This design comes from an exercise in tuning for small area on the open sky130 flow, not from production work. The RTL was checked by simulation tests, not by an equivalence proof against the original design. Power figures rest on the tool's default switching activity, not on a simulated workload.

==> flow/design.v <==
module BreakoutControl(clk_50, strt, rst, L, R, tick, color, pix_x, pix_y, ball_x, ball_y, pad_x, bricks, win, lose);
input clk_50;
input strt, rst, L, R;
input tick;
output reg [2:0] color;
output [8:0] pix_x;
output [7:0] pix_y;
output [9:0] ball_x;
output [9:0] ball_y;
output [9:0] pad_x;
output [15:0] bricks;
output win, lose;
reg ph25;
reg [8:0] x;    
reg [7:0] y;    
always @(posedge clk_50 or negedge rst)
	if (!rst) begin
		ph25 <= 1'b0;
		x <= 9'd0;
		y <= 8'd0;
	end else begin
		ph25 <= ~ph25;
		if (!ph25) begin
			if (x[8] & x[6]) begin             
				x <= 9'd0;
				y <= (&y[7:4]) ? 8'd0 : y + 8'd1;  
			end else
				x <= x + 9'd1;
		end
	end
localparam BS_START = 4'd0, BS_POS = 4'd1, BS_SMOVE = 4'd2, BS_MOVE = 4'd3,
           BS_SWY = 4'd4, BS_SWL = 4'd5, BS_SWR = 4'd6, BS_PAD = 4'd7, BS_DONE = 4'd8;
reg [3:0] bs;
reg [9:0] bx, by;
reg ud;            
reg [2:0] dx;      
reg lo;
reg [15:0] hit, pend;
reg tbp, lrp, tbc, lrc;
reg [1:0] ps;
reg [7:0] px;      
reg pcol;
reg [2:0] pang;
always @(posedge clk_50 or negedge rst)
	if (!rst) bs <= BS_START;
	else if (tick)
		case (bs)
			BS_START: bs <= BS_POS;
			BS_POS:   if (!strt) bs <= BS_SMOVE;
			BS_SMOVE: bs <= BS_MOVE;
			BS_MOVE:
				if (tbc || by == 10'd1) bs <= BS_SWY;
				else if (bx == 10'd2 || bx == 10'd1) bs <= BS_SWL;
				else if (bx == 10'd318 || bx == 10'd319) bs <= BS_SWR;
				else if (lrc) bs <= BS_SWL;
				else if (pcol) bs <= BS_PAD;
				else if (by == 10'd240) bs <= BS_DONE;
			BS_SWY, BS_SWL, BS_SWR, BS_PAD: bs <= BS_MOVE;
			default: bs <= bs;
		endcase
wire mv  = bs == BS_MOVE;
wire swl = bs == BS_SWL && dx[2];
wire swr = bs == BS_SWR && !dx[2] && dx != 3'd0;
wire [3:0] xd = mv ? {dx[2], dx} : swl ? 4'd1 - {dx[2], dx} : swr ? 4'hf - {dx[2], dx} : 4'd0;
wire [2:0] yd = mv ? (ud ? 3'b111 : 3'b001) : bs == BS_SWY ? (ud ? 3'b010 : 3'b110) : bs == BS_PAD ? 3'b111 : 3'b000;
always @(posedge clk_50 or negedge rst)
	if (!rst) begin
		bx <= 10'd160;
		by <= 10'd100;
		ud <= 1'b0;
		dx <= 3'd0;
		lo <= 1'b0;
	end else if (tick) begin
		bx <= bx + {{6{xd[3]}}, xd};
		by <= by + {{7{yd[2]}}, yd};
		if (bs == BS_SWY) ud <= ~ud;
		if (bs == BS_PAD) ud <= 1'b1;
		if (swl || swr) dx <= -dx;
		if (bs == BS_PAD) dx <= pang - 3'd2;
		if (bs == BS_DONE) lo <= 1'b1;
	end
wire [10:0] pe = {1'b0, bx} + {3'b111, ~px};         
wire coll = by == 10'd200 && !pe[10] && pe[9:0] <= 10'd78;
always @(posedge clk_50 or negedge rst)
	if (!rst) ps <= 2'd0;
	else if (tick)
		case (ps)
			2'd0: if (!strt) ps <= 2'd1;
			2'd1: if (!L) ps <= 2'd2; else if (!R) ps <= 2'd3;
			2'd2: if (L) ps <= 2'd1;
			2'd3: if (R) ps <= 2'd1;
		endcase
always @(posedge clk_50 or negedge rst)
	if (!rst) begin
		px <= 8'd100;
		pcol <= 1'b0;
		pang <= 3'd0;
	end else if (tick && ps != 2'd0) begin
		if (coll) begin
			pcol <= 1'b1;
			pang <= pe[6:4];
		end else if (ps == 2'd1)
			pcol <= 1'b0;
		else if (ps == 2'd2 && px != 8'd0) begin
			px <= px - 8'd1;
			pcol <= 1'b0;
		end else if (ps == 2'd3 && px != 8'd240) begin
			px <= px + 8'd1;
			pcol <= 1'b0;
		end
	end
wire row1tb = by == 10'd50 || by == 10'd70;
wire row1lr = by > 10'd50 && by < 10'd70;
wire row2tb = by == 10'd19 || by == 10'd39;
wire row2lr = by > 10'd19 && by < 10'd39;
reg [7:0] coltb, collr;
integer k;
always @(*)
	for (k = 0; k < 8; k = k + 1) begin
		coltb[k] = bx > 1 + 40 * k && bx < 41 + 40 * k;
		collr[k] = bx == 1 + 40 * k || bx == 2 + 40 * k || bx == 40 + 40 * k || bx == 41 + 40 * k;
	end
wire [15:0] tbdet = {coltb & {8{row2tb}}, coltb & {8{row1tb}}};
wire [15:0] lrdet = {collr & {8{row2lr}}, collr & {8{row1lr}}};
wire [15:0] live = ~hit & ~pend;
always @(posedge clk_50 or negedge rst)
	if (!rst) begin
		hit <= 16'd0;
		pend <= 16'd0;
		tbp <= 1'b0;
		lrp <= 1'b0;
		tbc <= 1'b0;
		lrc <= 1'b0;
	end else if (tick) begin
		hit <= hit | pend;
		pend <= (tbdet | lrdet) & live;
		tbp <= |(tbdet & live);
		lrp <= |(lrdet & live);
		tbc <= tbp;
		lrc <= lrp;
	end
reg [2:0] ds;      
reg wst, lst, W;
wire started = ds != 3'd0;
always @(posedge clk_50 or negedge rst)
	if (!rst) begin
		wst <= 1'b0;
		lst <= 1'b0;
		W <= 1'b0;
	end else begin
		if (started && !wst && !lst) begin
			if (&hit) wst <= 1'b1;
			else if (lo) lst <= 1'b1;
		end
		W <= wst;
	end
wire over = lo | W;
wire [10:0] qe = {2'b0, x} + {3'b111, ~px};          
wire padpix = !qe[10] && qe[9:0] <= 10'd78 && y > 8'd200 && y < 8'd210;
wire [10:0] bxd = {2'b0, x} + 11'd1 - {1'b0, bx};
wire [10:0] byd = {3'b0, y} + 11'd1 - {1'b0, by};
wire ballpix = bx[9:1] != 9'd0 && by[9:1] != 9'd0 && bxd <= 11'd2 && byd <= 11'd2;
reg [7:0] colx;
always @(*)
	for (k = 0; k < 8; k = k + 1)
		colx[k] = x > 1 + 40 * k && x < 41 + 40 * k;
wire r1 = y > 8'd50 && y < 8'd70;
wire r2 = y > 8'd19 && y < 8'd39;
wire blkpix = (r1 && |(colx & ~hit[7:0])) || (r2 && |(colx & ~hit[15:8]));
wire [2:0] cls = (padpix || (ballpix && !over)) ? 3'd1 :
                 (blkpix && !over) ? 3'd2 :
                 lo ? 3'd5 : W ? 3'd4 : 3'd3;
always @(posedge clk_50 or negedge rst)
	if (!rst) begin
		ds <= 3'd0;
		color <= 3'b111;
	end else begin
		color <= ds;
		case (ds)
			3'd0: if (!strt) ds <= 3'd7;
			3'd7: ds <= cls;
			3'd6: ds <= ds;
			default: ds <= 3'd7;
		endcase
	end
assign pix_x = x;
assign pix_y = y;
assign ball_x = bx;
assign ball_y = by;
assign pad_x = {2'b00, px};
assign bricks = hit;
assign win = W;
assign lose = lo;
endmodule
==> flow/run.sh <==
#!/bin/bash
# synth_recipe.tcl (not shown) runs the flow's synth.tcl, then flattens the netlist and writes it again
# the make line also repeats each setting of config.mk as NAME=value (left out here)
make -C /OpenROAD-flow-scripts/flow DESIGN_CONFIG=/design/flow/config.mk WORK_HOME=/design/flow/orfs CLKGATE_MAP_FILE= SYNTH_SCRIPT=/design/flow/synth_recipe.tcl finish
==> flow/config.mk <==
export PLATFORM = sky130hd
export DESIGN_NAME = BreakoutControl
export DESIGN_NICKNAME = BreakoutControl
export VERILOG_FILES = /design/flow/design.v
export SDC_FILE = /design/flow/constraint.sdc
export NUM_CORES = 4
export LEC_CHECK = 0
export CAP_MARGIN = 20
export CORE_MARGIN = 2
export CORE_UTILIZATION = 40
export SLEW_MARGIN = 20
==> flow/constraint.sdc <==
create_clock -name core_clock -period 10.0 [get_ports {clk_50}]
set_input_delay 2.0000 -clock core_clock [delete_from_list [all_inputs] [get_ports {clk_50}]]
set_output_delay 2.0000 -clock core_clock [all_outputs]
set_load 0.01 [all_outputs]
==> metrics.yaml <==
status: "finished clean"
r2r-end: "bx[9]"
synthTopCellsByCount: "nor2_1 (103), dfrtp_1 (95), ha_1 (85), nand2_1 (75)"
design_area_sq_mm: 0.0101
hold_start: "wst"
slowest_delay_ns: 0.84
timing.rr.start: "dx[1]"
cp.depth: 15
drt-pass1-iter-count: 5
overflow: 0
clkLatencyLatePin_ns: 0.36
synth-edff-count: 0
critPathLaunchType: "register"
syn_area_sq_mm: 0.00890
cts_setup_buffers: 0
synth-async-reset-ratio: 1.00
max_cap_viol_count: 0
fin_worst_skew_ns: 0.0100
fin_crit_sh: 0.424
final_antenna_net_count: 0
initialDrtViolationCount: 524
path_class: "reg2reg"
routed_via_density: 5.85
yosys.cell_count.top_type: "nor2_1"
whs_ns: 0.431
arrival_ns: 4.48
syn_area_per_cell_sq_um: 8.32
endpoint_kind: "register"
io_buffers: 71
p_per_area_mw_per_mm2: 271
leakagePower_nw: 4.33
grt_pass1_vias: 7748
drive_gt1_frac: 0.0491
dp_hpwl_um: 19300
endpoint: "bx[9]"
num-fill-cells: 2183
synthCells: 1070
crit_start: "dx[1]"
finalSetupTns_ns: 0
floorplan.rows: 54
path_buf_inv: 1
yosys_warnings: 1
cts_resized: 0
fin_nets: 1214
setup_viol: 0
grt_pass1_wl_um: 41900
path_clk_slew_ns: 0.07
tritoncts: "built"
hold_class: "reg2reg"
yosys.area.top_type: "dfrtp_1"
slew_violations: 0
area_growth_syn_to_layout_pct: 13.8
r2r_slack_ns: 5.76
tightest_slew_ns: 1.01
crit_family: "compound AO/OA/AOI/OAI gates"
crit_required_ns: 10.23
grt_max_degree: 61
pre_cts_slack_ns: 5.73
clkSinkCount: 106
pin_count: 74
synth-seq-cells: 106
htreeDepth: 3
rsz0062_at_grt: "no"
crit_top_cell: "ha_1"
antenna_found_initial: 0
clock-root-buffer: "clkbuf_16"
crit_path_cell_trace: "inv_1 > ha_1 > ha_1 > nor3_1 > a21oi_1 > o32ai_1 > ha_1 > and3_1 > a221o_1 > o41a_1 > a21o_1 > a21oi_1 > xnor2_1 > nand2_1 > xnor2_1"
die_area_sq_mm: 0.0235
vias: 8200
synthFlopType: "dfrtp_1"
ir_drop_mv: 0.124
die_y_um: 153
insertedDiodeCount: 0
drc: 0
cts_made_buffers: 9
max_slew_margin: 0.326
fin_crit_ns: 4.24
post_dp_cell_area_sq_mm: 0.00982
coreArea_sq_mm: 0.0218
max_freq_ghz: 0.236
path_max_fanout: 7
gp_congestion: 0.881
wl_per_cell_um: 18.4
wl_um: 25700
start_util: 0.408
ys_seq_area_frac: 0.299
cts_buffer_depth: 2
finalWorstSetupSlack_ns: 5.76
synth_cell_type_count: 83
ys_top_cells_by_area: "dfrtp_1 (27%), ha_1 (12%), nor2_1 (4.3%)"
grt_usage: 0.221
dieWidth_um: 153
slowest_stage: "o32ai_1"
hold_buffers: 0
report.power.total_mw: 2.74
r2r_cells: 15
synth_top_area_frac: 0.267
hold_violations: 0
placed cells by master (no fill, tap or decap), types with 5 or more instances in the layout:
cell and count:
a2111oi_0 8, a211oi_1 8, a21o_1 37, a21oi_1 69
a31oi_1 12, and3_1 13, buf_4 8, clkbuf_16 9
clkdlybuf4s50_1 69, dfrtp_1 95, dfstp_2 11, fa_1 7
ha_1 85, inv_1 69, mux2_2 8, nand2_1 75
nand2b_1 13, nand3_1 31, nand4_1 25, nor2_1 103
nor2b_1 9, nor3_1 41, nor4_1 12, nor4b_1 7
o211ai_1 5, o21a_1 6, o21ai_0 62, o21ai_1 10
o21bai_1 11, o22a_1 9, o22ai_1 15, o31ai_1 11
or2_1 5, or3_1 13, or4_1 5, xnor2_1 35
xor2_1 16
how the worst min path moves through the flow:
stage	endpoint	slack, ns	depth (start not counted)
2_1_floorplan	W	0.38	0
3_3_place_gp	W	0.41	0
3_5_place_dp	W	0.41	0
4_1_cts	W	0.43	0
5_1_grt	W	0.45	0
6_report	W	0.43	0
power breakdown:
group          leakage, nW  switching (mW)  internal (mW)  total (mW)
Combinational         2.91           0.911          0.731        1.64
Sequential            1.27           0.188          0.528       0.715
Clock                0.148           0.184          0.201       0.385
Total                 4.33            1.28           1.46        2.74
registers in the layout, summed over array words and instances, names as in the netlist, 4 cells and up:
signal	count
by	10
bs	4
bx	10
hit	16
x	9
px	8
y	8
pend	16
cell type report:
class                      instances  area (sq um)  share of cell area
clock inverter                     6          82.6             0.00815
inverter                          72           270              0.0267
multi-input combinational        849          5780               0.570
tap                              280           350              0.0346
sequential                       106          2670               0.263
clock buffer                      10           229              0.0226
timing repair buffer              78           756              0.0746
kinds of logic (layout without fill, tap and decap cells):
family | Yosys count | in the layout | synth area share
AO/OA/AOI/OAI | 312 | 312 | 0.232
XOR/XNOR | 51 | 51 | 0.0502
adder cells (fa/ha/maj) | 92 | 92 | 0.135
buffers and inverters | 116 | 166 | 0.0517
flip-flops | 106 | 106 | 0.299
multiplexers | 13 | 13 | 0.0159
other | 1 | 2 | 0.000421
AND/OR/NAND/NOR | 379 | 379 | 0.215
stage by stage:
stage	instances	util
floorplan	1071	-
global placement	1385	0.450
detailed placement	1385	0.450
CTS	1401	0.464
global route	1401	0.464
finish	1401	0.464
per-layer routing:
layer	track usage	part of all wire
met1	0.315	0.47
met2	0.352	0.46
met3	0.0360	0.050
met4	0.0507	0.015
met5	0	0

## static timing again, ports no longer ideal
In the flow no input, the clock included, has a driving cell. The finished layout below was timed again as built, in two steps.
Step 1 (the two cells are an assumption about what drives the block):
set clk [get_ports {clk_50}]
set_driving_cell -lib_cell sky130_fd_sc_hd__clkbuf_16 $clk
set_driving_cell -lib_cell sky130_fd_sc_hd__buf_2 [delete_from_list [all_inputs] $clk]
Step 2 adds t to the input delays and takes it off the output delays; t is the mean of the earliest and latest rising clock arrival at the registers after step 1. Input paths then give back, and output paths get back, about the clock's delay inside the block.
a / b / c = ideal ports / drivers / drivers and shift; a / b = the first two.
t, ns: 0.409
slack for setup (ns): 5.758 / 5.758 / 5.758
worst slew at a driven data input, ns: 0.03
After both steps this run still meets setup and hold. For this run, drivers alone change the setup slack by 0.000 ns; drivers and shift together by 0.000 ns.
